This design comes from an exercise in tuning for small area and a short achievable clock period on the open sky130 flow, not from production work.
At most, simulation tests tie the RTL to the original design; equivalence was not proved.
The RTL of runs 1 to 7 was laid out without a check of its function.
Power figures rest on the tool's default switching activity, not on a simulated workload.

**flow/constraint.sdc**
```tcl
create_clock -name core_clock -period 7.0 [get_ports {clk}]
set_input_delay 1.4000 -clock core_clock [delete_from_list [all_inputs] [get_ports {clk}]]
set_output_delay 1.4000 -clock core_clock [all_outputs]
set_load 0.01 [all_outputs]
```
**flow/flow/run.sh**
```bash
#!/bin/bash
# The standard ORFS layout (standard.sh), with:
#  - synthesis by flow/synth.tcl: the standard script with abc run on
#    flow/abc.script and no full/half-adder extraction;
#  - port buffers of sky130_fd_sc_hd__buf_1 (every input and output port
#    still gets its own buffer);
#  - clock tree synthesis without dummy loads.
# Each tool's full output is in orfs/logs/...; make's own output in make.log.
set -euo pipefail
here=$(pwd)
export MY_ABC_SCRIPT=$here/flow/abc.script
export MY_ABC_D=3000
export BUFFER_PORTS_ARGS="-buffer_cell sky130_fd_sc_hd__buf_1"
export CTS_ARGS="-sink_clustering_enable -repair_clock_nets -dont_use_dummy_load"
bash standard.sh SYNTH_SCRIPT=$here/flow/synth.tcl finish > make.log 2>&1
```
**flow/config.mk**
```make
export PLATFORM = sky130hd
export DESIGN_NAME = Circuit4
export DESIGN_NICKNAME = Circuit4
export VERILOG_FILES = /design/flow/design.v
export SDC_FILE = /design/flow/constraint.sdc
export NUM_CORES = 4
export LEC_CHECK = 0
export CAP_MARGIN = 20
export CORE_MARGIN = 2
export CORE_UTILIZATION = 40
export SLEW_MARGIN = 20
```
**flow/flow/abc.script**
```
strash
dch -f
map
topo
buffer -c
stime -c
upsize -c
dnsize -c
```
**flow/standard.sh**
```bash
#!/bin/bash
# synth_recipe.tcl (not shown) runs the flow's synth.tcl, then flattens the netlist and writes it again
# the make line also repeats each setting of config.mk as NAME=value (left out here)
make -C /OpenROAD-flow-scripts/flow DESIGN_CONFIG=/design/flow/config.mk WORK_HOME=/design/flow/orfs CLKGATE_MAP_FILE= SYNTH_SCRIPT=/design/flow/synth_recipe.tcl "${@:-finish}"
```
**flow/design.v**
```verilog
`timescale 1ns / 1ps
module Prefix #(parameter W = 8, parameter KIND = 0) (P, G, CO);
  input  [W-1:0] P, G;
  output [W-1:0] CO;
  reg [W-1:0] g, p;
  integer i, l;
  always @* begin
    g = G;
    p = P;
    if (KIND == 0) begin
      for (l = 0; (1 << l) < W; l = l + 1)
        for (i = (2 << l) - 1; i < W; i = i + (2 << l)) begin
          g[i] = g[i] | (p[i] & g[i - (1 << l)]);
          p[i] = p[i] & p[i - (1 << l)];
        end
      for (l = $clog2(W) - 2; l >= 0; l = l - 1)
        for (i = 3 * (1 << l) - 1; i < W; i = i + (2 << l)) begin
          g[i] = g[i] | (p[i] & g[i - (1 << l)]);
          p[i] = p[i] & p[i - (1 << l)];
        end
    end else if (KIND == 1) begin
      for (l = 0; (1 << l) < W; l = l + 1)
        for (i = W - 1; i >= (1 << l); i = i - 1) begin
          g[i] = g[i] | (p[i] & g[i - (1 << l)]);
          p[i] = p[i] & p[i - (1 << l)];
        end
    end else if (KIND == 2) begin
      for (l = 0; (1 << l) < W; l = l + 1)
        for (i = 0; i < W; i = i + 1)
          if ((i >> l) & 1) begin
            g[i] = g[i] | (p[i] & g[((i >> l) << l) - 1]);
            p[i] = p[i] & p[((i >> l) << l) - 1];
          end
    end else begin
      for (i = 1; i < W; i = i + 1) begin
        g[i] = g[i] | (p[i] & g[i - 1]);
        p[i] = p[i] & p[i - 1];
      end
    end
  end
  assign CO = g;
endmodule
`timescale 1ns / 1ps
`timescale 1ns / 1ps
`timescale 1ns / 1ps
`timescale 1ns / 1ps
`timescale 1ns / 1ps
`timescale 1ns / 1ps
`timescale 1ns / 1ps
module Circuit4(Rst, clk, a, b, c, z, x);
  parameter KLT = 0;    
  parameter KSUM = 0;   
  input clk, Rst;
  input [63:0] a, b, c;
  output reg [31:0] z, x;
  wire [63:0] gab = a & b, pab = a ^ b;
  wire [63:0] gac = a & c, pac = a ^ c;
  wire [63:0] gbc = ~b & c, pbc = ~(b ^ c);    
  wire [31:0] gf = a[31:0] & ~b[31:0];         
  wire [31:0] pf = ~pab[31:0];
  wire [63:0] cab, cac, cbc;
  wire [32:0] sab, sac;
  wire [31:0] cf;
  Prefix #(.W(64), .KIND(KLT)) u_ab (.P(pab), .G(gab), .CO(cab));
  Prefix #(.W(64), .KIND(KLT)) u_ac (.P(pac), .G(gac), .CO(cac));
  Prefix #(.W(64), .KIND(KLT)) u_bc (.P(pbc), .G(gbc), .CO(cbc));
  Prefix #(.W(32), .KIND(KSUM)) u_f (.P(pf), .G({gf[31:1], gf[0] | pf[0]}), .CO(cf));
  wire [32:0] d = pab[32:0] ^ {cab[31:0], 1'b0};
  wire [32:0] e = pac[32:0] ^ {cac[31:0], 1'b0};
  wire [31:0] f = pf ^ {cf[30:0], 1'b1};
  wire dEQe = &pbc;
  wire dLTe = cab[63] ^ cac[63] ^ cbc[63];
  wire [32:0] g = dLTe ? d : e;
  wire [31:0] h = dEQe ? d[31:0] : f;
  reg [32:0] greg;
  reg [31:0] hreg;
  reg rstd;
  wire run = ~(Rst | rstd);
  wire xsh = run & dLTe, xkeep = run & ~dLTe;
  wire zsh = run & dEQe, zkeep = run & ~dEQe;
  always @(posedge clk) begin
    greg <= g;
    hreg <= h;
    rstd <= Rst;
    x <= ({32{xsh}} & {hreg[30:0], 1'b0}) | ({32{xkeep}} & hreg);
    z <= ({32{zsh}} & greg[32:1]) | ({32{zkeep}} & greg[31:0]);
  end
endmodule
```
**flow/flow/synth.tcl**
```tcl
# The standard synthesis script (synth_recipe.tcl), with two changes made
# by overriding Yosys commands before ORFS's synth.tcl runs:
#  - abc uses the mapping script flow/abc.script (the ORFS call and its
#    liberty, dont_use and constraint arguments are otherwise unchanged);
#  - extract_fa is skipped, so adders stay as plain gates for abc to map.
# Registers, their names and cell types are the same as the standard flow's.
proc synth {args} { yosys synth -nofsm -noshare {*}$args }
proc abc {args} {
  set i [lsearch -exact $args -script]
  lset args [expr {$i + 1}] $::env(MY_ABC_SCRIPT)
  set j [lsearch -exact $args -D]
  if { $j >= 0 } {
    lset args [expr {$j + 1}] $::env(MY_ABC_D)
  } else {
    lappend args -D $::env(MY_ABC_D)
  }
  yosys abc {*}$args
}
proc extract_fa {args} { puts "extract_fa skipped" }
source $::env(SCRIPTS_DIR)/synth.tcl
# left out here: clear keep_hierarchy, flatten, clean up, hide names made inside functions, write 1_2_yosys.v
```
==> results of run 1 <==
## state kept, by name (all words and copies together) (netlist names)
name and cells:
z 32, x 32, hreg 32, greg 33, rstd 1
## where the power goes
part	internal (uW)	switching, uW	total (uW)
clock network	418	252	670
registers	865	41.0	906
logic	266	546	811
total	1550	839	2390
## metal layers
| layer | vias to the layer above | track usage, % |
|---|---|---|
| met5 | - | 0 |
| met4 | 2 | 8.10 |
| met3 | 44 | 4.04 |
| met2 | 382 | 38.7 |
| met1 | 5435 | 32.5 |
| li1 | 6552 | - |
## stage by stage
step	power (uW)	setup slack, ns	instances
2_1_floorplan	1460	3.68	1859
3_3_place_gp	1720	1.90	2425
3_5_place_dp	1720	1.81	2425
4_1_cts	2400	2.23	2442
5_1_grt	2550	1.83	2446
6_report	2390	2.20	2446
## path summary, 6_finish.rpt
kind	start	to	slack (ns)	cells after the start
max	b[63]	z[30]	2.20	15
min	hreg[6]	x[7]	0.45	2
max reg2reg	rstd	z[12]	4.81	4
min reg2reg	hreg[6]	x[7]	0.45	2
## kinds of logic after synthesis
logic type      Yosys count  share of synthesized area (%)
xor+xnor                 70                           5.74
mux                       5                          0.463
compound gates          388                           21.4
fa+ha+maj                 2                          0.185
simple gates            953                           36.8
buf+inv                 311                           11.3
flops                   130                           24.1
## area by class of cell
| cell class | instances | area (um2) |
|---|---|---|
| Inverter | 275 | 1030 |
| Antenna cell | 4 | 10.0 |
| Multi-Input combinational cell | 1418 | 7010 |
| Clock buffer | 17 | 425 |
| Fill cell | 2962 | 14200 |
| Timing Repair Buffer | 261 | 995 |
| Sequential cell | 130 | 2600 |
| Tap cell | 341 | 427 |
## worst max-delay path, stage by stage
cell and delay (ns):
buf_1 0.13, inv_1 0.07, nand2_1 0.08, nand2_1 0.05, nor3_1 0.19, nand3_1 0.14
nor3_1 0.29, nand3_1 0.18, nor4_2 0.30, inv_1 0.13, nor2_2 0.09, buf_4 0.36
inv_1 0.50, nand2_1 0.93, o22ai_1 0.15
## cells in the final DEF, fill, tap and decap left out, types with 3 or more instances in the layout
cell	Yosys	layout
nand3_1	127	127
a31oi_1	19	19
o21bai_2	3	3
nand4_1	19	19
nor4_1	10	10
mux2i_1	5	5
o21ai_1	15	15
or2_2	10	10
inv_1	263	263
nor3_1	34	34
a21oi_1	89	89
buf_1	1	257
xnor2_1	15	15
o21bai_1	15	15
o21ai_0	132	132
o211ai_1	13	13
inv_2	12	12
nor2_1	303	302
o2111ai_1	7	7
a211oi_1	4	4
and2_1	5	5
nand2_1	417	417
buf_4	7	4
o221ai_1	5	5
nand3b_1	7	7
clkbuf_16	0	17
a21oi_2	3	3
o21a_1	8	8
a31o_2	4	4
a21boi_0	6	6
a22oi_1	7	7
xor2_1	54	54
diode_2	0	4
dfxtp_1	130	130
a21o_1	3	3
o22ai_1	41	41
or2_1	7	7
and3_1	3	3
==> impl_metrics.csv, run 1 <==
group,metric,value,unit
sta,fin_crit_sh,68.6,%
global_route,grt_pass1_vias,11325,
detailed_routing,vias,12415,
clock_network,clk_pin_slew,0.06,ns
yosys,ys_warn_count,3,
sta,fin_crit,4.80,ns
yosys,syn_area,0.0108,mm2
detailed_routing,viasPerCell,5.08,
sta,hold_viol_final,0,
detailed_routing,dr_wl_met3,2.30,mm
sta,relSlewSlack,31.7,%
yosys,synth_top_area_cell,"dfxtp_1",
detailed_routing,met2WireLength,15.2,mm
detailed_routing,top_layer,"met5",
yosys,synthFlopType,"dfxtp_1",
floorplanning,initial_utilization,40.5,%
yosys,synth-edff-count,0,
clock_network,cts_root_buf,"clkbuf_16",
critical_path,path_class,"in2reg",
floorplanning,std_cell_rows,60,
yosys,synth.net_count,2053,
detailed_routing,drtAntennaViolNets,0,
clock_network,post_cts_resized,0,
sta,timing.fmax,208,MHz
detailed_routing,wl_met1,16.3,mm
clock_network,cts.path.max_buffers,2,
yosys,ys_types,57,
run_status,status,"no timing/DRC/antenna violations",
sta,tightest_slew,1.02,ns
sta,setup_violations,0,
yosys,ys_top_cells_by_count,"nand2_1 (417), nor2_1 (303), inv_1 (263)",
critical_path,startpoint_type,"input pin",
placed_design,dp_hpwl,29.2,mm
clock_network,cts-buffers-inserted,17,
floorplanning,die_h,168,um
power_and_ir_drop,p_leak,0.00614,uW
critical_path,arrival,5.01,ns
clock_network,cts.sinks,130,
yosys,netlist.area_leader.share,24.1,%
job,cap_violations,0,
sta,finalMaxSlewViolations,0,
global_route,grtUsageTotal,24.0,%
final_layout,fin_nets,2297,
global_route,grt_max_degree,67,
detailed_routing,dr.first_iter.drc_count,891,
critical_path,endpoint_kind,"flop",
floorplanning,fp.dieW,168,um
clock_network,clk_latency,0.40,ns
detailed_routing,routed_wl,34.5,mm
clock_network,hold_buffers,0,
sta,hold_slack,0.455,ns
global_route,grt_first_pass_wirelength,55.4,mm
yosys,syn_inst,1859,
critical_path,critPathRequiredTime,7.21,ns
yosys,synth_area_leaders,"dfxtp_1 (24%), nand2_1 (14%), nor2_1 (11%)",
yosys,yosysSeqAreaShare,24.1,%
final_layout,final_util,46.8,%
detailed_routing,wl_per_cell,14.1,um
sta,clock_skew,0.0250,ns
final_layout,final_area,0.0125,mm2
placed_design,port_buffers,257,
sta,rsz0062_at_grt,"no",
final_layout,final_layout_size_suffix_gt1_share,3.00,%
power_and_ir_drop,vdd_ir_drop_max,0.139,mV
yosys,synth.most_common_cell,"nand2_1",
yosys,async_flop_share,0,%
floorplanning,dieArea,0.0284,mm2
final_layout,areaGrowthSynthToFinish,15.6,%
floorplanning,core_area,0.0267,mm2
global_route,grt-ovfl-total,0,
detailed_routing,drtPass1Iterations,6,
clock_network,tritoncts,"done",
worst_hold_path,hold_path_class,"reg2reg",
critical_path,cp_max_fo,33,
global_route,grt_antenna_before_repair,5,
sta,timing.setup.tns,0,ns
placed_design,place.gp.congestion,0.963,
placed_design,place_area,0.0121,mm2
yosys,postSynthAreaPerCell,5.82,um2
detailed_routing,drc,0,
clock_network,htree_levels,4,
yosys,ys_seq_elements,130,
power_and_ir_drop,powerDensity,191,mW/mm2
clock_network,cts_setup_buffers,0,
floorplanning,ioPinCount,258,
==> run 2, diff against run 1 <==
--- a/flow/config.mk
+++ b/flow/config.mk
@@ -8,4 +8,5 @@
 export CAP_MARGIN = 20
 export CORE_MARGIN = 2
 export CORE_UTILIZATION = 40
+export SETUP_SLACK_MARGIN = 2.5
 export SLEW_MARGIN = 20
==> run 2 against run 1 <==
  * Design area grew 0.50%
  * Core utilization grew 0.23 points
  * Combinational power grew 2%
  * Clock power is essentially flat
  * First-iteration DRC count grew 7.1%
  * Clock-buffer cell count is the same
  * Worst setup slack gained 0.64 ns
  * Final cell count grew 0.20%
  * Synthesized cell count is the same
  * Register-to-register slack gained 0.34 ns
  * Critical path type unchanged
  * Highest routed layer unchanged
==> impl_metrics.csv, run 2 <==
group,metric,value,unit
yosys,netlist.area_leader.share,24.1,%
detailed_routing,wl_per_cell,14.4,um
detailed_routing,routed_wl,35.3,mm
sta,fin_crit_sh,59.4,%
critical_path,arrival,4.39,ns
sta,timing.setup.tns,0,ns
final_layout,fin_nets,2302,
detailed_routing,viasPerCell,5.11,
global_route,grtUsageTotal,24.0,%
floorplanning,ioPinCount,258,
sta,clock_skew,0.0255,ns
yosys,ys_warn_count,3,
yosys,synth_area_leaders,"dfxtp_1 (24%), nand2_1 (14%), nor2_1 (11%)",
global_route,grt_max_degree,67,
power_and_ir_drop,powerDensity,192,mW/mm2
floorplanning,dieArea,0.0284,mm2
critical_path,crit_chain,"buf_1 > and2_1 > nor2_1 > nand4_1 > o21bai_1 > a21oi_1 > o21bai_1 > nand3_1 > nand3b_1 > nand2_1 > nand2_1 > a31oi_2 > o21ai_1",
yosys,ys_seq_elements,130,
yosys,synth.net_count,2053,
yosys,ys_types,57,
placed_design,place_area,0.0121,mm2
clock_network,cts.sinks,130,
run_status,status,"no timing/DRC/antenna violations",
critical_path,crit_slowest_cell,"a31oi_2",
power_and_ir_drop,p_clk_share,27.9,%
power_and_ir_drop,totalPowerFinal,2410,uW
clock_network,htree_levels,4,
power_and_ir_drop,vdd_ir_drop_max,0.150,mV
critical_path,startpoint_type,"input pin",
clock_network,tritoncts,"done",
placed_design,port_buffers,257,
detailed_routing,drtAntennaViolNets,0,
critical_path,critPathRequiredTime,7.23,ns
power_and_ir_drop,power.switching,852,uW
yosys,synth.most_common_cell,"nand2_1",
sta,setup_violations,0,
final_layout,largest_register,"greg",
sta,tightest_slew,0.938,ns
yosys,syn_inst,1859,
floorplanning,std_cell_rows,60,
global_route,grt_pass1_vias,11325,
floorplanning,initial_utilization,40.5,%
job,cap_violations,0,
worst_hold_path,hold_path_class,"reg2reg",
final_layout,final_layout_size_suffix_gt1_share,3.37,%
final_layout,areaGrowthSynthToFinish,16.1,%
final_layout,largest_reg_flops,33,
floorplanning,die_h,168,um
sta,fin_crit,4.16,ns
detailed_routing,drtPass1Iterations,5,
sta,relSlewSlack,37.3,%
yosys,ys_top_cells_by_count,"nand2_1 (417), nor2_1 (303), inv_1 (263)",
sta,rsz0062_at_grt,"no",
yosys,postSynthAreaPerCell,5.82,um2
placed_design,place_ws,1.81,ns
detailed_routing,vias,12521,
sta,timing.fmax,240,MHz
clock_network,cts-buffers-inserted,17,
clock_network,cts.path.max_buffers,2,
floorplanning,fp.dieW,168,um
sta,finalMaxSlewViolations,0,
clock_network,hold_buffers,0,
power_and_ir_drop,sequentialPowerShare,37.7,%
placed_design,dp_hpwl,29.2,mm
critical_path,path_class,"in2reg",
clock_network,clk_pin_slew,0.06,ns
yosys,yosysSeqAreaShare,24.1,%
yosys,synth-edff-count,0,
final_layout,fillerInstances,2959,
critical_path,endpoint_kind,"flop",
critical_path,cp_max_fo,16,
power_and_ir_drop,p_leak,0.00615,uW
sta,setup_slack,2.84,ns
placed_design,place.gp.congestion,0.963,
power_and_ir_drop,internal_power,1550,uW
yosys,async_flop_share,0,%
detailed_routing,dr.first_iter.drc_count,954,
yosys,synthFlopType,"dfxtp_1",
global_route,grt_antenna_before_repair,5,
yosys,syn_area,0.0108,mm2
clock_network,clk_latency,0.40,ns
global_route,grt_first_pass_wirelength,55.4,mm
yosys,synth_top_area_cell,"dfxtp_1",
sta,hold_viol_final,0,
power_and_ir_drop,sw_frac_of_total,35.4,%
power_and_ir_drop,comb_power_share,34.5,%
final_layout,layout_common_cells,"nand2_1 (415), nor2_1 (302), inv_1 (262)",
critical_path,critPathMaxStageDelay,0.82,ns
global_route,grt-ovfl-total,0,
final_layout,final_area,0.0126,mm2
final_layout,final_common_cell,"nand2_1",
floorplanning,core_area,0.0267,mm2
clock_network,cts_root_buf,"clkbuf_16",
detailed_routing,drc,0,
run 2: final cells by class:
cell class,instances,area (um2),area share [%]
diodes,4,10.0,0.0797
clock buffers,17,425,3.39
inverters,275,1040,8.25
multi-input cells,1420,7040,56.0
flip-flops and latches,130,2600,20.7
well taps,341,427,3.40
repair buffers,263,1020,8.10
repair inverters,1,5.00,0.0398
run 2: through the flow:
stage | cells | utilization [%] | hold WS [ns]
CTS | 2442 | 46.7 | 0.454
finish | 2451 | 47.0 | 0.455
floorplan | 1859 | - | 0.424
detailed placement | 2425 | 45.1 | 0.452
global route | 2451 | 47.0 | 0.472
global placement | 2425 | 45.1 | 0.451
run 2: worst max-delay path, delay by kind of cell:
kind / cells / cell delay (ns)
compound gates: 5 / 1.58
buf+inv: 1 / 0.13
simple gates: 7 / 1.28
run 2: cell families (layout without fill, tap and decap cells):
logic type / Yosys count / after routing / share of synthesized area [%]
flip-flops: 130 / 130 / 24.1
AND/OR/NAND/NOR: 953 / 953 / 36.8
adder cells (fa/ha/maj): 2 / 2 / 0.185
AO/OA/AOI/OAI: 388 / 390 / 21.4
multiplexers: 5 / 5 / 0.463
other: 0 / 4 / 0
buffers and inverters: 311 / 556 / 11.3
XOR/XNOR: 70 / 70 / 5.74
run 2: routing by layer:
metal  track usage, %  up-vias  part of all wire (%)
met5                0        -                 0.037
met4             8.10        2                   2.2
met3             4.04       40                   7.2
met2             38.7      397                    44
met1             32.5     5506                    47
li1                 -     6576                     -
run 2: final timing paths:
path / from / to / slack, ns / cells after the start
worst max-delay path: a[6] / greg[16] / 2.84 / 13
worst min-delay path: hreg[6] / x[7] / 0.45 / 2
worst max register to register: rstd / z[12] / 5.15 / 4
worst min register to register: hreg[6] / x[7] / 0.45 / 2
run 2: what timing repair did:
| action | in CTS | in global routing |
|---|---|---|
| endpoints found under the setup margin | 31 | 81 |
| resized for setup | 1 | 6 |
| setup buffers | 0 | 2 |
| cloned | 0 | 3 |
| pin swaps | 0 | 2 |
run 2: power groups by stage:
stage | Clock, uW | Sequential, uW | Combinational [uW]
6_report | 670 | 906 | 829
5_1_grt | 718 | 917 | 936
4_1_cts | 683 | 906 | 806
3_5_place_dp | 0 | 921 | 802
3_3_place_gp | 0 | 921 | 794
2_1_floorplan | 0 | 929 | 530
==> run 3, diff against run 2 <==
--- a/flow/config.mk
+++ b/flow/config.mk
@@ -8,5 +8,5 @@
 export CAP_MARGIN = 20
 export CORE_MARGIN = 2
 export CORE_UTILIZATION = 40
-export SETUP_SLACK_MARGIN = 2.5
+export SETUP_SLACK_MARGIN = 3.2
 export SLEW_MARGIN = 20
==> run 3 against run 2 <==
  * Sequential share of layout area fell by 0.68 points
  * Critical endpoint is now greg[15]
  * Still clean on timing, DRC and antenna
  * Non-clock buffer count rose by 12
  * Final cell count rose by 0.49%
  * Routed wire length rose by 2.5%
==> impl_metrics.csv, run 3 <==
group,metric,value,unit
run_status,status,"no timing/DRC/antenna violations",
final_layout,largest_reg_flops,33,
final_layout,seq_area,0.00260,mm2
sta,setup_slack,3.31,ns
yosys,synth_top_area_cell,"dfxtp_1",
global_route,grt-ovfl-total,0,
sta,finalMaxSlewViolations,0,
job,cap_violations,0,
global_route,grt_first_pass_wirelength,56.6,mm
clock_network,cts-buffers-inserted,17,
global_route,grt_max_degree,67,
final_layout,fin_nets,2314,
sta,hold_viol_final,0,
final_layout,final_layout_size_suffix_gt1_share,6.14,%
power_and_ir_drop,powerDensity,190,mW/mm2
clock_network,hold_buffers,0,
critical_path,cp_num_buf_inv,4,
final_layout,layout_common_cells,"nand2_1 (412), nor2_1 (289), inv_1 (262)",
critical_path,critPathRequiredTime,7.23,ns
sta,relSlewSlack,39.3,%
critical_path,startpoint_type,"input pin",
global_route,grt_pass1_vias,11430,
yosys,yosysSeqAreaShare,24.1,%
critical_path,critPathMaxStageDelay,0.69,ns
placed_design,place_area,0.0121,mm2
critical_path,path_class,"in2reg",
floorplanning,ioPinCount,258,
floorplanning,std_cell_rows,60,
yosys,synthFlopType,"dfxtp_1",
final_layout,largest_register,"greg",
sta,fin_crit,3.69,ns
detailed_routing,wl_per_cell,14.7,um
critical_path,cp_top_family,"simple AND/OR/NAND/NOR gates",
critical_path,ff2ff_setup_slack,5.35,ns
clock_network,htree_levels,4,
detailed_routing,vias,12689,
final_layout,final_common_cell,"nand2_1",
yosys,syn_area,0.0108,mm2
placed_design,place_ws,1.81,ns
floorplanning,initial_utilization,40.5,%
global_route,use_met1,33.3,%
critical_path,arrival,3.93,ns
detailed_routing,drtAntennaViolNets,0,
floorplanning,die_h,168,um
yosys,ys_warn_count,3,
clock_network,cts_root_buf,"clkbuf_16",
sta,timing.setup.tns,0,ns
sta,fin_crit_sh,52.7,%
final_layout,multi_input_area,0.00726,mm2
clock_network,clk_pin_slew,0.06,ns
sta,clock_skew,0.0248,ns
critical_path,crit_slowest_cell,"nor4_1",
detailed_routing,viasPerCell,5.15,
final_layout,areaGrowthSynthToFinish,20.1,%
yosys,postSynthAreaPerCell,5.82,um2
global_route,grtUsageTotal,24.6,%
global_route,met3_usage,4.49,%
global_route,use_met2,39.7,%
final_layout,final_area,0.0130,mm2
power_and_ir_drop,p_leak,0.00635,uW
yosys,netlist.area_leader.share,24.1,%
worst_hold_path,hold_path_class,"reg2reg",
yosys,ys_types,57,
yosys,async_flop_share,0,%
critical_path,cp_max_fo,29,
critical_path,endpoint_kind,"flop",
placed_design,place.gp.congestion,0.963,
floorplanning,fp.dieW,168,um
power_and_ir_drop,vdd_ir_drop_max,0.144,mV
placed_design,dp_hpwl,29.2,mm
detailed_routing,drc,0,
final_layout,fillerInstances,2939,
critical_path,crit_chain,"buf_1 > inv_2 > nor2_1 > a21oi_1 > nand3_1 > nor2_1 > o21a_1 > nor4_1 > nand2_1 > a21oi_1 > o21ai_2 > o21ai_4 > buf_12 > buf_12 > o21ai_0",
global_route,gr-max-usage-layer,"met2",
yosys,synth-edff-count,0,
yosys,ys_top_cells_by_count,"nand2_1 (417), nor2_1 (303), inv_1 (263)",
sta,timing.fmax,271,MHz
sta,rsz0062_at_grt,"no",
floorplanning,dieArea,0.0284,mm2
yosys,syn_inst,1859,
clock_network,cts.path.max_buffers,2,
clock_network,clk_latency,0.40,ns
clock_network,cts.sinks,130,
clock_network,tritoncts,"done",
yosys,synth.most_common_cell,"nand2_1",
sta,setup_violations,0,
detailed_routing,dr.first_iter.drc_count,909,
placed_design,port_buffers,257,
detailed_routing,routed_wl,36.2,mm
yosys,synth.net_count,2053,
detailed_routing,drtPass1Iterations,5,
yosys,ys_seq_elements,130,
sta,tightest_slew,0.902,ns
yosys,synth_area_leaders,"dfxtp_1 (24%), nand2_1 (14%), nor2_1 (11%)",
floorplanning,core_area,0.0267,mm2
global_route,grt_antenna_before_repair,5,
==> run 3: cell count changes in the layout (fill, tap and decap cells not counted), sizes merged <==
cell    delta
clkbuf    +14
buf        -2
==> run 3: worst register-to-register path: cells and delay by family (launching register included) <==
kind / cells / cell delay, ns
buffers and inverters: 1 / 0.53
flip-flops: 1 / 0.32
AO/OA/AOI/OAI: 1 / 0.25
AND/OR/NAND/NOR: 2 / 0.46
==> run 3: what timing repair did <==
item | in CTS | in global routing
setup buffers | 9 | 4
pin swaps | 4 | 9
endpoints found under the hold margin | 0 | 0
gates resized for setup | 20 | 62
endpoints found under the setup margin | 115 | 115
cloned | 3 | 1
==> run 3: final timing paths <==
check	from	cells after the start	to
setup / recovery	b[27]	15	greg[15]
hold / removal	hreg[6]	2	x[7]
setup reg to reg	rstd	4	z[30]
hold reg to reg	hreg[6]	2	x[7]
==> run 3: per-layer routing <==
layer / vias up / wire [um]
li1: 6601 / -
met1: 5620 / 16900
met2: 416 / 16000
met3: 50 / 2390
met4: 2 / 906
met5: - / 13
==> run 3: cell type report <==
class / instances / area share [%]
Inverter: 275 / 7.98
Sequential cell: 130 / 20.0
Tap cell: 341 / 3.29
Timing Repair inverter: 1 / 0.0578
Clock buffer: 17 / 3.28
Timing Repair Buffer: 275 / 9.39
Antenna cell: 4 / 0.0771
Multi-Input combinational cell: 1420 / 55.9
==> run 3: per-stage QoR <==
step                utilization, %  power [uW]  cells  hold slack (ns)
finish                        48.6        2470   2463            0.453
global route                  48.6        2630   2463            0.470
CTS                           47.4        2430   2454            0.453
detailed placement            45.1        1720   2425            0.452
global placement              45.1        1720   2425            0.451
floorplan                        -        1460   1859            0.424
==> run 3: report_power, final <==
group,switching (uW),internal (uW),total [uW]
logic,583,306,889
registers,41.4,865,906
clock network,252,418,670
total,876,1590,2470
==> run 3: logic make-up (layout without fill, tap and decap cells) <==
family / count (synthesis) / count (layout) / synth area share (%)
AOI/OAI and AO/OA: 388 / 390 / 21.4
xor gates and xnor gates: 70 / 70 / 5.74
adders and majority gates: 2 / 2 / 0.185
buffers and inverters: 311 / 568 / 11.3
DFF: 130 / 130 / 24.1
muxes: 5 / 5 / 0.463
other: 0 / 4 / 0
and+or+nand+nor: 953 / 953 / 36.8
==> run 4, diff against run 3 <==
--- a/flow/config.mk
+++ b/flow/config.mk
@@ -8,5 +8,5 @@
 export CAP_MARGIN = 20
 export CORE_MARGIN = 2
 export CORE_UTILIZATION = 40
-export SETUP_SLACK_MARGIN = 3.2
+export SETUP_SLACK_MARGIN = 3.6
 export SLEW_MARGIN = 20
==> run 4 against run 3 <==
  * Still clean on timing, DRC and antenna
  * Clock skew barely moved
  * Combinational power rose by 34%
  * Clock-buffer cell count did not move
  * Core utilization rose by 9.2 points
  * Synthesized area did not move
  * Largest cell class unchanged
==> impl_metrics.csv, run 4 <==
group,metric,value,unit
placed_design,port_buffers,257,
yosys,yosysSeqAreaShare,24.1,%
clock_network,cts_root_buf,"clkbuf_16",
clock_network,cts.sinks,130,
sta,tightest_slew,0.931,ns
detailed_routing,drtAntennaViolNets,0,
detailed_routing,dr.first_iter.drc_count,998,
critical_path,ff2ff_setup_slack,5.31,ns
sta,hold_viol_final,0,
global_route,grt_max_degree,67,
detailed_routing,routed_wl,40.6,mm
placed_design,dp_hpwl,29.2,mm
yosys,synth-edff-count,0,
yosys,syn_inst,1859,
power_and_ir_drop,vdd_ir_drop_max,0.152,mV
yosys,synth.net_count,2053,
final_layout,fin_cells,2546,
final_layout,largest_register,"greg",
yosys,netlist.area_leader.share,24.1,%
job,cap_violations,0,
global_route,grt_pass1_vias,11930,
yosys,synth_top_area_cell,"dfxtp_1",
yosys,postSynthAreaPerCell,5.82,um2
yosys,synthFlopType,"dfxtp_1",
power_and_ir_drop,powerDensity,180,mW/mm2
final_layout,fin_nets,2396,
clock_network,cts-buffers-inserted,17,
detailed_routing,vias,13410,
sta,finalMaxSlewViolations,0,
floorplanning,ioPinCount,258,
sta,fin_crit_sh,48.7,%
yosys,ys_types,57,
sta,timing.setup.tns,0,ns
critical_path,arrival,3.74,ns
yosys,ys_warn_count,3,
sta,relSlewSlack,37.9,%
final_layout,final_common_cell,"nand2_1",
final_layout,final_util,57.8,%
critical_path,critPathRequiredTime,7.33,ns
critical_path,startpoint,"a[62]",
global_route,grt-ovfl-total,0,
final_layout,fillerInstances,2662,
final_layout,final_layout_size_suffix_gt1_share,25.6,%
floorplanning,fp.dieW,168,um
power_and_ir_drop,sw_frac_of_total,36.8,%
clock_network,htree_levels,4,
floorplanning,dieArea,0.0284,mm2
clock_network,cts.path.max_buffers,2,
power_and_ir_drop,sequentialPowerShare,32.7,%
floorplanning,initial_utilization,40.5,%
critical_path,endpoint,"x[15]",
global_route,grt_antenna_before_repair,7,
detailed_routing,wl_per_cell,15.9,um
floorplanning,core_area,0.0267,mm2
final_layout,areaGrowthSynthToFinish,42.9,%
clock_network,clk_pin_slew,0.07,ns
global_route,grt_first_pass_wirelength,59.8,mm
critical_path,endpoint_kind,"flop",
sta,setup_violations,0,
detailed_routing,drc,0,
sta,timing.fmax,293,MHz
final_layout,largest_reg_flops,33,
critical_path,cp_max_fo,6,
yosys,ys_seq_elements,130,
clock_network,tritoncts,"done",
floorplanning,die_h,168,um
critical_path,startpoint_type,"input pin",
floorplanning,std_cell_rows,60,
sta,clock_skew,0.0248,ns
yosys,synth.most_common_cell,"nand2_1",
placed_design,place.gp.congestion,0.963,
final_layout,layout_common_cells,"nand2_1 (367), nor2_1 (229), inv_1 (224)",
critical_path,reg2reg_depth,4,
power_and_ir_drop,power.switching,1020,uW
detailed_routing,drtPass1Iterations,5,
power_and_ir_drop,p_leak,0.00732,uW
yosys,async_flop_share,0,%
critical_path,path_class,"in2reg",
critical_path,r2r-start,"rstd",
placed_design,place_area,0.0121,mm2
worst_hold_path,hold_path_class,"reg2reg",
clock_network,clk_latency,0.41,ns
run_status,status,"no timing/DRC/antenna violations",
detailed_routing,viasPerCell,5.27,
sta,rsz0062_at_grt,"yes",
power_and_ir_drop,totalPowerFinal,2780,uW
placed_design,dp_cells,2425,
yosys,syn_area,0.0108,mm2
critical_path,rr_endpoint,"z[13]",
power_and_ir_drop,comb_power_share,42.9,%
final_layout,final_area,0.0155,mm2
yosys,ys_top_cells_by_count,"nand2_1 (417), nor2_1 (303), inv_1 (263)",
yosys,synth_area_leaders,"dfxtp_1 (24%), nand2_1 (14%), nor2_1 (11%)",
global_route,grtUsageTotal,26.1,%
sta,fin_crit,3.41,ns
power_and_ir_drop,p_clk_share,24.4,%
power_and_ir_drop,internal_power,1760,uW
## run 4: how the worst min path moves through the flow
| stage | cells past startpoint | startpoint | endpoint | slack [ns] |
|---|---|---|---|---|
| 2_1_floorplan | 2 | hreg[0] | x[0] | 0.42 |
| 3_3_place_gp | 2 | greg[32] | z[31] | 0.45 |
| 3_5_place_dp | 2 | greg[32] | z[31] | 0.45 |
| 4_1_cts | 2 | greg[9] | z[9] | 0.45 |
| 5_1_grt | 2 | hreg[3] | x[4] | 0.47 |
| 6_report | 2 | hreg[6] | x[7] | 0.45 |
## run 4: final cells by class
class | instances | area (um2) | area share [%]
Multi-Input combinational cell | 1423 | 8610 | 55.7
Antenna cell | 5 | 12.5 | 0.0810
Timing Repair inverter | 2 | 15.0 | 0.0972
Sequential cell | 130 | 2600 | 16.8
Tap cell | 341 | 427 | 2.76
Inverter | 275 | 1050 | 6.79
Clock buffer | 17 | 425 | 2.75
Timing Repair Buffer | 353 | 2310 | 14.9
## run 4: cells by family after synthesis
logic type               after synthesis  share of synthesized area, %
adder cells (fa/ha/maj)                2                         0.185
multiplexers                           5                         0.463
flip-flops                           130                          24.1
buffers and inverters                311                          11.3
AO/OA/AOI/OAI                        388                          21.4
XOR/XNOR                              70                          5.74
AND/OR/NAND/NOR                      953                          36.8
## run 4: critical path, cell delays in order
cell and delay (ns):
clkbuf_2 0.11, inv_2 0.08, nor2_2 0.05, nor3_2 0.21, nand3b_1 0.18, nor2_4 0.16, nand3_2 0.09, nand3b_1 0.21
nand3b_1 0.20, buf_6 0.15, nand2_4 0.09, nand2_4 0.07, a31oi_4 0.24, buf_12 0.18, buf_12 0.12, nand3_2 0.06
nand2_1 0.12
## run 4: metrics by stage
step                      setup WS (ns)  hold slack (ns)
after floorplan                    3.68            0.424
after global placement             1.90            0.451
after detailed placement           1.81            0.452
after CTS                          3.51            0.455
after global routing               3.47            0.470
final                              3.59            0.451
## run 4: per-layer routing
metal / GRT usage (%) / part of all wire, % / up-vias
li1: - / - / 6782
met1: 34.5 / 43 / 6115
met2: 43.8 / 48 / 455
met3: 4.23 / 6.8 / 54
met4: 7.91 / 1.7 / 4
met5: 0 / 0.052 / -
## run 4: timing repair
item	CTS	global route
pin swaps	40	129
gates cloned	11	8
endpoints found under the setup margin	119	123
resized for setup	179	447
buffers inserted	34	46
hold buffers	0	0
## run 4: power groups by stage
stage	Sequential, uW	Clock (uW)	Combinational (uW)
after floorplan	929	0	530
after global placement	921	0	794
after detailed placement	921	0	802
after CTS	906	683	985
after global routing	919	721	1300
final	910	680	1190
==> run 5, diff against run 4 <==
--- a/flow/config.mk
+++ b/flow/config.mk
@@ -8,5 +8,6 @@
 export CAP_MARGIN = 20
 export CORE_MARGIN = 2
 export CORE_UTILIZATION = 40
-export SETUP_SLACK_MARGIN = 3.6
+export SETUP_SLACK_MARGIN = 3.4
 export SLEW_MARGIN = 20
+export TNS_END_PERCENT = 0
==> run 5 against run 4 <==
  * Worst hold slack improved by 0.0025 ns
  * Synthesized area unchanged
  * Sequential cell count unchanged
  * Global-route usage decreased by 1.1 points
==> impl_metrics.csv, run 5 <==
group,metric,value,unit
detailed_routing,drc,0,
critical_path,ff2ff_setup_slack,5.32,ns
critical_path,critPathRequiredTime,7.27,ns
final_layout,final_util,49.7,%
yosys,syn_area,0.0108,mm2
sta,hold_viol_final,0,
yosys,ys_types,57,
detailed_routing,vias,12854,
detailed_routing,routed_wl,37.0,mm
yosys,async_flop_share,0,%
detailed_routing,drtAntennaViolNets,0,
final_layout,final_layout_size_suffix_gt1_share,8.20,%
yosys,postSynthAreaPerCell,5.82,um2
global_route,grt-ovfl-total,0,
yosys,synthFlopType,"dfxtp_1",
floorplanning,initial_utilization,40.5,%
power_and_ir_drop,p_leak,0.00647,uW
placed_design,place_area,0.0121,mm2
sta,clock_skew,0.0258,ns
placed_design,place.gp.congestion,0.963,
floorplanning,dieArea,0.0284,mm2
sta,timing.fmax,280,MHz
yosys,synth.most_common_cell,"nand2_1",
yosys,synth_area_leaders,"dfxtp_1 (24%), nand2_1 (14%), nor2_1 (11%)",
global_route,grt_antenna_before_repair,6,
final_layout,largest_reg_flops,33,
yosys,synth_top_family_by_area,"simple AND/OR/NAND/NOR gates",
placed_design,dp_hpwl,29.2,mm
yosys,synth.net_count,2053,
yosys,synth.area.mux_share,0.463,%
yosys,netlist.area_leader.share,24.1,%
sta,timing.setup.tns,0,ns
sta,tightest_slew,0.683,ns
final_layout,final_area,0.0133,mm2
sta,setup_violations,0,
clock_network,tritoncts,"done",
global_route,grt_max_degree,67,
run_status,status,"no timing/DRC/antenna violations",
yosys,ys_top_cells_by_count,"nand2_1 (417), nor2_1 (303), inv_1 (263)",
sta,fin_crit,3.57,ns
job,cap_violations,0,
clock_network,cts.path.max_buffers,2,
power_and_ir_drop,powerDensity,188,mW/mm2
critical_path,path_class,"in2reg",
yosys,synth_compound_area_share,21.4,%
sta,finalMaxSlewViolations,0,
yosys,synth_top_area_cell,"dfxtp_1",
clock_network,cts_root_buf,"clkbuf_16",
floorplanning,die_h,168,um
yosys,yosys.area_share.simple,36.8,%
floorplanning,std_cell_rows,60,
global_route,grt_pass1_vias,11584,
critical_path,reg2reg_depth,4,
sta,relSlewSlack,54.5,%
detailed_routing,drtPass1Iterations,5,
critical_path,endpoint_kind,"flop",
floorplanning,core_area,0.0267,mm2
detailed_routing,viasPerCell,5.19,
clock_network,clk_pin_slew,0.06,ns
sta,rsz0062_at_grt,"yes",
yosys,ys_seq_elements,130,
final_layout,fin_nets,2330,
floorplanning,fp.dieW,168,um
clock_network,htree_levels,4,
floorplanning,ioPinCount,258,
critical_path,startpoint_type,"input pin",
yosys,yosysSeqAreaShare,24.1,%
final_layout,final_common_cell,"nand2_1",
final_layout,layout_common_cells,"nand2_1 (409), nor2_1 (283), inv_1 (262)",
sta,fin_crit_sh,51.0,%
worst_hold_path,worstHoldStart,"hreg[6]",
final_layout,areaGrowthSynthToFinish,22.9,%
yosys,syn_inst,1859,
worst_hold_path,hold_path_class,"reg2reg",
placed_design,port_buffers,257,
final_layout,fin_cells,2479,
critical_path,rr_endpoint,"z[12]",
clock_network,clk_latency,0.41,ns
critical_path,cp_max_fo,17,
yosys,synth-edff-count,0,
critical_path,arrival,3.84,ns
detailed_routing,dr.first_iter.drc_count,920,
global_route,grtUsageTotal,25.1,%
power_and_ir_drop,vdd_ir_drop_max,0.146,mV
final_layout,largest_register,"greg",
detailed_routing,wl_per_cell,14.9,um
critical_path,endpoint,"z[16]",
power_and_ir_drop,totalPowerFinal,2500,uW
yosys,synth_fa_ha_area_share,0.185,%
global_route,grt_first_pass_wirelength,57.5,mm
yosys,synth-xor-area-share,5.74,%
placed_design,dp_cells,2425,
yosys,ys_warn_count,3,
critical_path,r2r-start,"rstd",
critical_path,startpoint,"b[41]",
clock_network,cts.sinks,130,
clock_network,cts-buffers-inserted,17,
-- run 5: changes by cell type in the layout (fill, tap and decap cells not counted), sizes merged --
cell,before,now
diode,5,4
nand2,420,418
bufbuf,1,0
clkinvlp,3,2
buf,291,282
clkbuf,78,25
-- run 5: power breakdown --
| group | total [uW] | internal [uW] | switching [uW] | leakage [uW] |
|---|---|---|---|---|
| combinational | 924 | 325 | 599 | 0.00518 |
| clock | 673 | 418 | 255 | 0.000210 |
| sequential | 906 | 865 | 41.1 | 0.00108 |
-- run 5: worst min path at each step --
stage / end / slack, ns / cells after the start
finish: x[7] / 0.45 / 2
global route: x[4] / 0.47 / 2
CTS: x[7] / 0.45 / 2
detailed placement: z[31] / 0.45 / 2
global placement: z[31] / 0.45 / 2
floorplan: x[0] / 0.42 / 2
-- run 5: metal layers --
metal / track usage, % / wire length (um) / vias up
met5: 0 / 27 / -
met1: 33.7 / 16800 / 5743
met4: 7.76 / 890 / 4
met3: 4.51 / 2710 / 49
met2: 40.8 / 16600 / 417
li1: - / - / 6641
-- run 5: layout make-up --
class                   count  area [um2]
diodes                      4        10.0
clock buffers              17         425
fillers                  2910       13400
inverters                 275        1040
multi-input cells        1421        7400
flip-flops and latches    130        2600
well taps                 341         427
repair buffers            290        1380
repair inverters            1        7.51
-- run 5: critical path, stage by stage --
cell and delay (ns):
buf_1 0.16, nor2_1 0.08, or2_2 0.29, nor4_1 0.21, nand2_1 0.19, nor4_4 0.34, inv_1 0.15, nor2_4 0.19
buf_12 0.21, clkinvlp_4 0.14, buf_4 0.19, nand2_4 0.17, o22ai_1 0.09
-- run 5: kinds of logic (layout without fill, tap and decap cells) --
family | Yosys count | count (layout)
AND/OR/NAND/NOR | 953 | 954
AO/OA/AOI/OAI | 388 | 390
buffers and inverters | 311 | 583
flip-flops | 130 | 130
XOR/XNOR | 70 | 70
multiplexers | 5 | 5
adder cells (fa/ha/maj) | 2 | 2
other | 0 | 4
-- run 5: through the flow --
step / setup WS (ns) / hold slack, ns
6_report: 3.43 / 0.454
5_1_grt: 3.28 / 0.470
4_1_cts: 3.37 / 0.452
3_5_place_dp: 1.81 / 0.452
3_3_place_gp: 1.90 / 0.451
2_1_floorplan: 3.68 / 0.424
-- run 5: timing repair --
item / in CTS / in global routing
hold buffers: 0 / 0
resized for setup: 63 / 61
setup endpoints to repair: 115 / 116
pin swaps: 12 / 17
setup buffers: 15 / 11
gates cloned: 4 / 3
==> run 6, diff against run 5 <==
--- a/flow/config.mk
+++ b/flow/config.mk
@@ -8,6 +8,6 @@
 export CAP_MARGIN = 20
 export CORE_MARGIN = 2
 export CORE_UTILIZATION = 40
-export SETUP_SLACK_MARGIN = 3.4
+export SETUP_SLACK_MARGIN = 3.7
 export SLEW_MARGIN = 20
 export TNS_END_PERCENT = 0
==> run 6 against run 5 <==
  * Register-to-register slack about the same
  * Combinational power rose by 4.7%
  * Maximum frequency grew 4.5%
  * Clock-buffer cell count stayed put
  * Core utilization grew 0.98 points
  * Still clean
  * Routed wire length down 0.51%
  * Final cell count grew 0.40%
  * Clock power is 1% higher
==> impl_metrics.csv, run 6 <==
group,metric,value,unit
run_status,status,"no timing/DRC/antenna violations",
clock_network,cts-buffers-inserted,17,
sta,hold_viol_final,0,
critical_path,startpoint_type,"input pin",
final_layout,fin_cells,2489,
final_layout,final_common_cell,"nand2_1",
critical_path,r2r-start,"rstd",
sta,tightest_slew,0.624,ns
power_and_ir_drop,p_leak,0.00657,uW
floorplanning,die_h,168,um
clock_network,tritoncts,"done",
global_route,grt-ovfl-total,0,
detailed_routing,drtAntennaViolNets,0,
yosys,ys_types,57,
floorplanning,fp.dieW,168,um
final_layout,largest_reg_flops,33,
yosys,async_flop_share,0,%
yosys,synth.most_common_cell,"nand2_1",
final_layout,fin_nets,2336,
placed_design,place_area,0.0121,mm2
critical_path,cp_max_fo,12,
power_and_ir_drop,vdd_ir_drop_max,0.189,mV
floorplanning,ioPinCount,258,
global_route,grt_first_pass_wirelength,57.7,mm
yosys,synth-edff-count,0,
critical_path,crit_chain,"buf_2 > nand2_2 > o21ai_2 > nand4_1 > nand2_2 > nand2_1 > a21oi_2 > nor2_2 > o21ai_2 > a21o_1 > a21oi_4 > o21ai_4 > buf_12 > buf_12 > nand3_1 > nand2_1",
clock_network,clk_latency,0.41,ns
yosys,ys_warn_count,3,
yosys,yosysSeqAreaShare,24.1,%
final_layout,final_layout_size_suffix_gt1_share,10.4,%
global_route,grt_pass1_vias,11727,
placed_design,place_ws,2.27,ns
detailed_routing,drc,0,
sta,relSlewSlack,58.4,%
global_route,grtUsageTotal,25.2,%
critical_path,crit_slowest_cell,"a21o_1",
final_layout,areaGrowthSynthToFinish,25.3,%
clock_network,hold_buffers,0,
critical_path,ff2ff_setup_slack,5.32,ns
placed_design,place.gp.congestion,0.966,
floorplanning,dieArea,0.0284,mm2
worst_hold_path,hold_path_class,"reg2reg",
detailed_routing,routed_wl,36.9,mm
critical_path,critPathRequiredTime,7.34,ns
critical_path,path_class,"in2reg",
power_and_ir_drop,powerDensity,189,mW/mm2
placed_design,port_buffers,257,
sta,finalMaxSlewViolations,0,
clock_network,cts.path.max_buffers,2,
worst_hold_path,hold_end,"x[0]",
floorplanning,core_area,0.0267,mm2
floorplanning,std_cell_rows,60,
sta,timing.fmax,293,MHz
final_layout,layout_common_cells,"nand2_1 (405), nor2_1 (275), inv_1 (261)",
critical_path,cp_top_family,"compound AO/OA/AOI/OAI gates",
detailed_routing,dr.first_iter.drc_count,1042,
sta,rsz0062_at_grt,"yes",
critical_path,rr_endpoint,"z[9]",
yosys,syn_area,0.0108,mm2
detailed_routing,viasPerCell,5.17,
yosys,ys_top_cells_by_count,"nand2_1 (417), nor2_1 (303), inv_1 (263)",
worst_hold_path,hold_depth,2,
clock_network,clk_pin_slew,0.06,ns
yosys,ys_seq_elements,130,
critical_path,endpoint_kind,"flop",
final_layout,largest_register,"greg",
final_layout,fillerInstances,2859,
sta,clock_skew,0.0190,ns
job,cap_violations,0,
yosys,synthFlopType,"dfxtp_1",
detailed_routing,wl_per_cell,14.8,um
sta,hold_slack,0.443,ns
sta,fin_crit_sh,48.8,%
global_route,grt_antenna_before_repair,8,
sta,setup_violations,0,
yosys,netlist.area_leader.share,24.1,%
yosys,synth_top_area_cell,"dfxtp_1",
detailed_routing,drtPass1Iterations,7,
clock_network,htree_levels,4,
clock_network,cts_root_buf,"clkbuf_16",
final_layout,final_area,0.0136,mm2
worst_hold_path,worstHoldStart,"hreg[0]",
floorplanning,initial_utilization,40.5,%
placed_design,dp_cells,2426,
critical_path,reg2reg_depth,4,
yosys,postSynthAreaPerCell,5.82,um2
yosys,synth.net_count,2053,
critical_path,cp_num_buf_inv,3,
placed_design,dp_hpwl,28.8,mm
critical_path,arrival,3.76,ns
detailed_routing,vias,12858,
yosys,syn_inst,1859,
sta,setup_slack,3.58,ns
global_route,grt_max_degree,67,
yosys,synth_area_leaders,"dfxtp_1 (24%), nand2_1 (14%), nor2_1 (11%)",
critical_path,critPathMaxStageDelay,0.25,ns
clock_network,cts.sinks,130,
sta,timing.setup.tns,0,ns
sta,fin_crit,3.42,ns
-- run 6: area by class of cell --
cell class | instances | area, um2 | area share, %
antenna | 8 | 20.0 | 0.148
clock buffer | 17 | 425 | 3.14
inverter | 275 | 1030 | 7.62
multi-input combinational | 1419 | 7530 | 55.6
sequential | 130 | 2600 | 19.2
tap | 341 | 427 | 3.15
timing repair buffer | 299 | 1520 | 11.2
-- run 6: timing repair --
| action | in CTS | in global routing |
|---|---|---|
| buffers inserted | 24 | 7 |
| resized for setup | 91 | 87 |
| endpoints found under the setup margin | 128 | 128 |
| cloned | 6 | 1 |
| pin swaps | 17 | 32 |
-- run 6: through the flow --
step	power, uW	util (%)
after global routing	2720	50.7
after detailed placement	1720	45.2
after floorplan	1460	-
after global placement	1710	45.2
after CTS	2520	49.2
final	2560	50.7
-- run 6: how the worst max path moves through the flow --
stage               start  endpoint  slack [ns]  cells after the start
floorplan           c[62]     z[10]        3.72                     14
global placement     b[7]      z[8]        2.32                     12
detailed placement  b[63]     z[23]        2.27                     13
CTS                 b[61]  greg[20]        3.60                     16
global route        b[27]  hreg[20]        3.44                     15
finish               c[0]     x[31]        3.58                     16
-- run 6: cells by family after synthesis --
| family | synth area share [%] |
|---|---|
| and+or+nand+nor | 36.8 |
| AOI/OAI and AO/OA | 21.4 |
| buffers and inverters | 11.3 |
| DFF | 24.1 |
| xor gates and xnor gates | 5.74 |
| muxes | 0.463 |
| adders and majority gates | 0.185 |
-- run 6: metal layers --
metal	wire, um	GRT usage, %	vias up
met3	2540	3.64	60
met5	0	0	-
met4	1150	9.60	0
li1	-	-	6639
met2	16400	41.8	443
met1	16800	33.2	5716
-- run 6: power breakdown --
group / total, uW / internal [uW] / switching (uW)
clock: 682 / 418 / 264
combinational: 967 / 358 / 609
sequential: 909 / 865 / 44.4
-- run 6: worst register-to-register path, stage by stage, from the launching register on --
cell	delay, ns
dfxtp_1	0.32
nor2_4	0.09
buf_4	0.50
nand2_4	0.36
o22ai_1	0.30
==> run 7, diff against run 6 <==
--- a/flow/flow/run.sh
+++ b/flow/flow/run.sh
@@ -11,5 +11,5 @@
 export MY_ABC_SCRIPT=$here/flow/abc.script
 export MY_ABC_D=3000
 export BUFFER_PORTS_ARGS="-buffer_cell sky130_fd_sc_hd__buf_1"
-export CTS_ARGS="-sink_clustering_enable -repair_clock_nets -dont_use_dummy_load"
+export CTS_ARGS="-sink_clustering_enable -repair_clock_nets -dont_use_dummy_load -sink_clustering_size 30 -sink_clustering_max_diameter 120 -buf_list {sky130_fd_sc_hd__clkbuf_4 sky130_fd_sc_hd__clkbuf_8}"
 bash standard.sh SYNTH_SCRIPT=$here/flow/synth.tcl finish > make.log 2>&1
--- a/flow/config.mk
+++ b/flow/config.mk
@@ -8,6 +8,6 @@
 export CAP_MARGIN = 20
 export CORE_MARGIN = 2
 export CORE_UTILIZATION = 40
-export SETUP_SLACK_MARGIN = 3.7
+export SETUP_SLACK_MARGIN = 3.4
 export SLEW_MARGIN = 20
 export TNS_END_PERCENT = 0
==> run 7 against run 6 <==
  * Still clean
  * Combinational power down 4.3%
  * Register-to-register slack better by 0.04 ns
  * Critical path depth fell by 3
  * Via count fell by 0.58%
  * Routed wire length increased by 0.12%
  * Global-route usage decreased by 0.24 points
  * Die area stayed put
  * Total power down 11%
  * Largest cell class unchanged
==> impl_metrics.csv, run 7 <==
group,metric,value,unit
sta,relSlewSlack,56.7,%
global_route,grtUsageTotal,25.0,%
final_layout,final_layout_size_suffix_gt1_share,7.66,%
critical_path,crit_chain,"buf_1 > xor2_2 > buf_4 > o21ai_0 > a31oi_1 > a21oi_1 > o21bai_1 > a21oi_1 > o21ai_1 > o2bb2ai_1 > nand3_1 > nand3_1 > nand2_1",
clock_network,cts_root_buf,"clkbuf_8",
final_layout,largest_register,"greg",
final_layout,areaGrowthSynthToFinish,20.8,%
sta,finalMaxSlewViolations,0,
detailed_routing,top_layer,"met5",
yosys,synth.most_common_cell,"nand2_1",
critical_path,endpoint_kind,"flop",
sta,clock_skew,0.0393,ns
detailed_routing,dr.first_iter.drc_count,892,
detailed_routing,met2WireLength,16.2,mm
yosys,syn_area,0.0108,mm2
floorplanning,core_area,0.0267,mm2
power_and_ir_drop,vdd_ir_drop_max,0.107,mV
final_layout,fin_cells,2474,
sta,hold_viol_final,0,
critical_path,critPathRequiredTime,7.28,ns
global_route,grt-ovfl-total,0,
placed_design,port_buffers,257,
yosys,ys_seq_elements,130,
detailed_routing,wl_met1,16.7,mm
detailed_routing,drtPass1Iterations,5,
detailed_routing,wl_per_cell,14.9,um
final_layout,final_util,48.9,%
sta,fin_crit_sh,51.7,%
floorplanning,dieArea,0.0284,mm2
clock_network,cts-buffers-inserted,17,
critical_path,startpoint_type,"input pin",
critical_path,cp_max_fo,7,
yosys,yosysSeqAreaShare,24.1,%
yosys,syn_inst,1859,
sta,timing.setup.tns,0,ns
critical_path,arrival,3.90,ns
sta,fin_crit,3.62,ns
worst_hold_path,hold_path_class,"reg2reg",
power_and_ir_drop,totalPowerFinal,2270,uW
floorplanning,std_cell_rows,60,
global_route,grt_first_pass_wirelength,57.1,mm
floorplanning,fp.dieW,168,um
sta,tightest_slew,0.649,ns
placed_design,dp_cells,2425,
clock_network,clk_pin_slew,0.09,ns
detailed_routing,routed_wl,36.9,mm
yosys,async_flop_share,0,%
clock_network,cts.path.max_buffers,2,
final_layout,fin_nets,2325,
run_status,status,"no timing/DRC/antenna violations",
global_route,grt_antenna_before_repair,6,
placed_design,dp_hpwl,29.2,mm
detailed_routing,drc,0,
yosys,netlist.area_leader.share,24.1,%
global_route,grt_max_degree,67,
detailed_routing,vias,12784,
power_and_ir_drop,powerDensity,174,mW/mm2
floorplanning,ioPinCount,258,
job,cap_violations,0,
yosys,ys_warn_count,3,
yosys,synth-edff-count,0,
clock_network,clk_latency,0.43,ns
critical_path,crit_slowest_cell,"a31oi_1",
detailed_routing,drtAntennaViolNets,0,
clock_network,cts.sinks,130,
yosys,synth_area_leaders,"dfxtp_1 (24%), nand2_1 (14%), nor2_1 (11%)",
detailed_routing,viasPerCell,5.17,
yosys,ys_top_cells_by_count,"nand2_1 (417), nor2_1 (303), inv_1 (263)",
final_layout,layout_common_cells,"nand2_1 (409), nor2_1 (285), inv_1 (262)",
floorplanning,die_h,168,um
yosys,synthFlopType,"dfxtp_1",
detailed_routing,dr_wl_met3,2.82,mm
critical_path,path_class,"in2reg",
sta,timing.fmax,276,MHz
yosys,synth_top_area_cell,"dfxtp_1",
floorplanning,initial_utilization,40.5,%
clock_network,tritoncts,"done",
sta,rsz0062_at_grt,"yes",
placed_design,place.gp.congestion,0.963,
yosys,synth.net_count,2053,
placed_design,place_area,0.0121,mm2
final_layout,largest_reg_flops,33,
yosys,ys_types,57,
final_layout,fillerInstances,2935,
clock_network,htree_levels,4,
final_layout,final_common_cell,"nand2_1",
critical_path,critPathMaxStageDelay,0.32,ns
yosys,postSynthAreaPerCell,5.82,um2
power_and_ir_drop,p_leak,0.00637,uW
sta,setup_violations,0,
final_layout,final_area,0.0131,mm2
global_route,grt_pass1_vias,11567,
-- run 7: cell counts after synthesis --
No cell type changed its count.
-- run 7: cell families (layout without fill, tap and decap cells) --
family	Yosys count	count (layout)	share of synthesized area, %
flip-flops	130	130	24.1
multiplexers	5	5	0.463
other	0	4	0
buffers and inverters	311	579	11.3
AO/OA/AOI/OAI	388	390	21.4
adder cells (fa/ha/maj)	2	2	0.185
XOR/XNOR	70	70	5.74
AND/OR/NAND/NOR	953	953	36.8
-- run 7: stage by stage --
stage          setup WS [ns]  hold WS (ns)
3_5_place_dp            1.81         0.452
2_1_floorplan           3.68         0.424
3_3_place_gp            1.90         0.451
4_1_cts                 3.33         0.443
5_1_grt                 3.30         0.461
6_report                3.38         0.446
-- run 7: final timing paths --
kind | from | to | slack, ns | depth (start not counted)
max | a[7] | hreg[31] | 3.38 | 13
min | hreg[6] | x[7] | 0.45 | 2
max reg2reg | rstd | z[26] | 5.36 | 4
min reg2reg | hreg[6] | x[7] | 0.45 | 2
-- run 7: critical path, delay by kind of cell --
kind	cells	cell delay [ns]
AOI/OAI and AO/OA	7	1.53
xor gates and xnor gates	1	0.20
buffers and inverters	2	0.44
and+or+nand+nor	3	0.33
-- run 7: metal layers --
layer  vias to the layer above  GRT usage [%]
li1                       6624              -
met1                      5660           33.3
met2                       426           39.7
met3                        70           5.36
met4                         4           9.22
met5                         -              0
-- run 7: cell type report --
type | instances | area (um2) | area share (%)
Antenna cell | 4 | 10.0 | 0.0766
Clock buffer | 17 | 234 | 1.79
Inverter | 275 | 1040 | 7.93
Multi-Input combinational cell | 1420 | 7380 | 56.5
Sequential cell | 130 | 2600 | 19.9
Tap cell | 341 | 427 | 3.27
Timing Repair Buffer | 286 | 1370 | 10.5
Timing Repair inverter | 1 | 7.51 | 0.0575
-- run 7: power breakdown --
part / internal, uW / switching (uW)
combinational: 325 / 600
sequential: 863 / 41.2
clock: 213 / 226
-- run 7: repair_timing --
action,in CTS,in global routing
gates cloned,4,4
gates resized for setup,47,73
hold buffers,0,0
buffers inserted,12,8
pin swaps,9,14
endpoints found under the setup margin,115,116
==> run 8, diff against run 7 <==
--- a/flow/design.v
+++ b/flow/design.v
@@ -13,11 +13,12 @@
           g[i] = g[i] | (p[i] & g[i - (1 << l)]);
           p[i] = p[i] & p[i - (1 << l)];
         end
-      for (l = $clog2(W) - 2; l >= 0; l = l - 1)
-        for (i = 3 * (1 << l) - 1; i < W; i = i + (2 << l)) begin
-          g[i] = g[i] | (p[i] & g[i - (1 << l)]);
-          p[i] = p[i] & p[i - (1 << l)];
-        end
+      for (l = 15; l >= 0; l = l - 1)
+        if ((2 << l) < W)
+          for (i = 3 * (1 << l) - 1; i < W; i = i + (2 << l)) begin
+            g[i] = g[i] | (p[i] & g[i - (1 << l)]);
+            p[i] = p[i] & p[i - (1 << l)];
+          end
     end else if (KIND == 1) begin
       for (l = 0; (1 << l) < W; l = l + 1)
         for (i = W - 1; i >= (1 << l); i = i - 1) begin
--- a/flow/flow/run.sh
+++ b/flow/flow/run.sh
@@ -11,5 +11,5 @@
 export MY_ABC_SCRIPT=$here/flow/abc.script
 export MY_ABC_D=3000
 export BUFFER_PORTS_ARGS="-buffer_cell sky130_fd_sc_hd__buf_1"
-export CTS_ARGS="-sink_clustering_enable -repair_clock_nets -dont_use_dummy_load -sink_clustering_size 30 -sink_clustering_max_diameter 120 -buf_list {sky130_fd_sc_hd__clkbuf_4 sky130_fd_sc_hd__clkbuf_8}"
+export CTS_ARGS="-sink_clustering_enable -repair_clock_nets -dont_use_dummy_load"
 bash standard.sh SYNTH_SCRIPT=$here/flow/synth.tcl finish > make.log 2>&1
--- a/flow/config.mk
+++ b/flow/config.mk
@@ -8,6 +8,6 @@
 export CAP_MARGIN = 20
 export CORE_MARGIN = 2
 export CORE_UTILIZATION = 40
-export SETUP_SLACK_MARGIN = 3.4
+export SETUP_SLACK_MARGIN = 4.0
 export SLEW_MARGIN = 20
 export TNS_END_PERCENT = 0
==> run 8 against run 7 <==
  * Worst setup slack better by 0.26 ns
  * Global-route usage is 0.45 points higher
  * Register-to-register slack worse by 0.13 ns
  * Design area is 13% higher
  * Core utilization is 6.4 points higher
  * Critical path depth is 2 higher
  * Combinational power is 19% higher
  * Total power is 29% higher
  * Clock skew is 0.023 ns lower
  * Via count is 3.9% higher
  * Synthesized area stayed put
  * Critical endpoint is now greg[32]
==> impl_metrics.csv, run 8 <==
group,metric,value,unit
critical_path,cp_num_buf_inv,4,
sta,setup_violations,0,
final_layout,final_area,0.0148,mm2
clock_network,hold_buffers,0,
global_route,grt_first_pass_wirelength,58.7,mm
yosys,synthFlopType,"dfxtp_1",
global_route,grt-ovfl-total,0,
power_and_ir_drop,p_leak,0.00712,uW
global_route,grt_pass1_vias,12122,
yosys,async_flop_share,0,%
global_route,grt_max_degree,68,
sta,relSlewSlack,47.9,%
critical_path,crit_chain,"clkbuf_2 > inv_2 > nand2_1 > and2_2 > a31oi_1 > o21ai_2 > o21bai_4 > nand3_2 > nand3b_1 > a21oi_4 > buf_12 > buf_4 > o21ai_4 > nand2_1 > o21ai_1",
placed_design,place_area,0.0121,mm2
critical_path,cp_top_family,"compound AO/OA/AOI/OAI gates",
global_route,grt_antenna_before_repair,8,
sta,timing.fmax,298,MHz
detailed_routing,drtAntennaViolNets,0,
yosys,ys_top_cells_by_count,"nand2_1 (417), nor2_1 (303), inv_1 (263)",
yosys,ys_warn_count,3,
critical_path,critPathRequiredTime,7.35,ns
final_layout,final_common_cell,"nand2_1",
sta,hold_viol_final,0,
floorplanning,fp.dieW,168,um
yosys,netlist.area_leader.share,24.1,%
floorplanning,die_h,168,um
sta,fin_crit_sh,48.0,%
yosys,ys_seq_elements,130,
critical_path,crit_slowest_cell,"a31oi_1",
final_layout,layout_common_cells,"nand2_1 (395), nor2_1 (249), inv_1 (240)",
final_layout,final_util,55.2,%
placed_design,place.gp.congestion,1.00,
power_and_ir_drop,totalPowerFinal,2930,uW
clock_network,tritoncts,"done",
clock_network,cts.sinks,130,
detailed_routing,drtPass1Iterations,6,
final_layout,final_layout_size_suffix_gt1_share,19.1,%
final_layout,largest_register,"greg",
yosys,synth.most_common_cell,"nand2_1",
yosys,ys_types,57,
clock_network,cts_root_buf,"clkbuf_16",
sta,clock_skew,0.0167,ns
critical_path,endpoint_kind,"flop",
final_layout,largest_reg_flops,33,
clock_network,clk_latency,0.46,ns
placed_design,port_buffers,257,
critical_path,path_class,"in2reg",
clock_network,clk_pin_slew,0.05,ns
worst_hold_path,hold_path_class,"reg2reg",
power_and_ir_drop,vdd_ir_drop_max,0.121,mV
detailed_routing,wl_per_cell,15.6,um
yosys,synth_top_area_cell,"dfxtp_1",
detailed_routing,vias,13282,
yosys,syn_area,0.0108,mm2
yosys,postSynthAreaPerCell,5.82,um2
floorplanning,core_area,0.0267,mm2
sta,timing.setup.tns,0,ns
clock_network,cts.path.max_buffers,3,
sta,rsz0062_at_grt,"yes",
critical_path,critPathMaxStageDelay,0.24,ns
detailed_routing,routed_wl,39.5,mm
yosys,synth.net_count,2053,
critical_path,crit_top_cell,"nand2_1",
sta,hold_slack,0.466,ns
yosys,syn_inst,1859,
power_and_ir_drop,powerDensity,198,mW/mm2
critical_path,cp_max_fo,5,
floorplanning,std_cell_rows,60,
job,cap_violations,0,
critical_path,startpoint_type,"input pin",
yosys,yosysSeqAreaShare,24.1,%
floorplanning,ioPinCount,258,
placed_design,dp_hpwl,29.5,mm
clock_network,htree_levels,4,
final_layout,areaGrowthSynthToFinish,36.5,%
floorplanning,initial_utilization,40.5,%
detailed_routing,viasPerCell,5.24,
detailed_routing,dr.first_iter.drc_count,1094,
final_layout,fin_nets,2380,
yosys,synth-edff-count,0,
sta,finalMaxSlewViolations,0,
sta,tightest_slew,0.781,ns
critical_path,arrival,3.71,ns
sta,fin_crit,3.36,ns
global_route,grtUsageTotal,25.4,%
yosys,synth_area_leaders,"dfxtp_1 (24%), nand2_1 (14%), nor2_1 (11%)",
clock_network,cts-buffers-inserted,25,
detailed_routing,drc,0,
floorplanning,dieArea,0.0284,mm2
run_status,status,"no timing/DRC/antenna violations",
run 8: cell counts after synthesis:
Identical to the previous run, type by type.
run 8: worst reg2reg max path, stage by stage (launching register included):
cell and delay, ns:
dfxtp_1 0.32, nor2_4 0.09, buf_4 0.62, nand2_4 0.37
o21ai_1 0.28
run 8: cell type report:
class / count / area [um2]
Multi-Input combinational cell: 1421 / 8040
Sequential cell: 130 / 2600
Inverter: 275 / 1030
Antenna cell: 8 / 20.0
Clock buffer: 25 / 626
Timing Repair Buffer: 333 / 2020
Tap cell: 341 / 427
Fill cell: 2709 / 12000
run 8: logic make-up (layout without fill, tap and decap cells):
family	count (synthesis)	count (layout)	share of synthesized area, %
mux	5	5	0.463
fa+ha+maj	2	2	0.185
other cells	0	8	0
simple gates	953	954	36.8
compound gates	388	390	21.4
flops	130	130	24.1
buf+inv	311	633	11.3
xor+xnor	70	70	5.74
run 8: per-stage QoR:
stage,instances,setup slack (ns)
6_report,2533,3.64
5_1_grt,2530,3.50
4_1_cts,2484,3.61
3_5_place_dp,2426,1.99
3_3_place_gp,2426,2.12
2_1_floorplan,1859,3.72
run 8: power by group:
| part | internal (uW) | switching, uW | total (uW) |
|---|---|---|---|
| registers | 865 | 43.7 | 909 |
| logic | 426 | 673 | 1100 |
| clock network | 620 | 301 | 921 |
run 8: per-layer routing:
| metal | global-route usage (%) | up-vias | part of all wire [%] |
|---|---|---|---|
| met3 | 3.88 | 73 | 6.5 |
| li1 | - | 6766 | - |
| met2 | 42.6 | 480 | 46 |
| met1 | 33.3 | 5963 | 44 |
| met4 | 8.96 | 0 | 3.2 |
| met5 | 0 | - | 0 |
run 8: what timing repair did:
action	4_1_cts	5_1_grt
cloned	6	10
setup endpoints to repair	128	128
pin swaps	28	90
setup buffers	27	31
resized for setup	135	257
run 8: final timing paths:
check	from	endpoint	slack [ns]	cells after the start
worst max register to register	rstd	z[0]	5.23	4
worst max-delay path	a[15]	greg[32]	3.64	15
worst min register to register	hreg[4]	x[5]	0.47	2
worst min-delay path	hreg[4]	x[5]	0.47	2

==> static timing again, ports no longer ideal <==
No port has a modelled driver above. Below, the same layouts with a new extraction and two added sets of constraints. Step 1 sets driving cells, clkbuf_16 on the clock port and buf_2 on the other inputs (assumed; they add their load-dependent delay and slew). Step 2 moves the port delays by t, midway between the first and last clock arrival at a register: inputs arrive t later, outputs are due t later. That takes back most of the time a late clock gives input paths. Slacks: ideal / step 1 / step 2; pairs: ideal / step 1.
run | shift t [ns] | slack for setup (ns) | worst register clock-pin slew, ns
run 1 | 0.429 | 2.200 / 2.208 / 1.779 | 0.06 / 0.06
run 2 | 0.429 | 2.841 / 2.849 / 2.420 | 0.06 / 0.06
run 3 | 0.429 | 3.309 / 3.328 / 2.898 | 0.06 / 0.06
run 4 | 0.435 | 3.588 / 3.575 / 3.140 | 0.07 / 0.07
run 5 | 0.436 | 3.428 / 3.428 / 2.992 | 0.06 / 0.06
run 6 | 0.444 | 3.583 / 3.602 / 3.158 | 0.06 / 0.06
run 7 | 0.447 | 3.381 / 3.384 / 2.937 | 0.09 / 0.09
run 8 | 0.493 | 3.639 / 3.627 / 3.133 | 0.05 / 0.05
After both steps setup and hold are still met in every run listed. For run 8, which loses most, drivers alone change the setup slack by -0.012 ns; drivers and shift together by -0.506 ns.
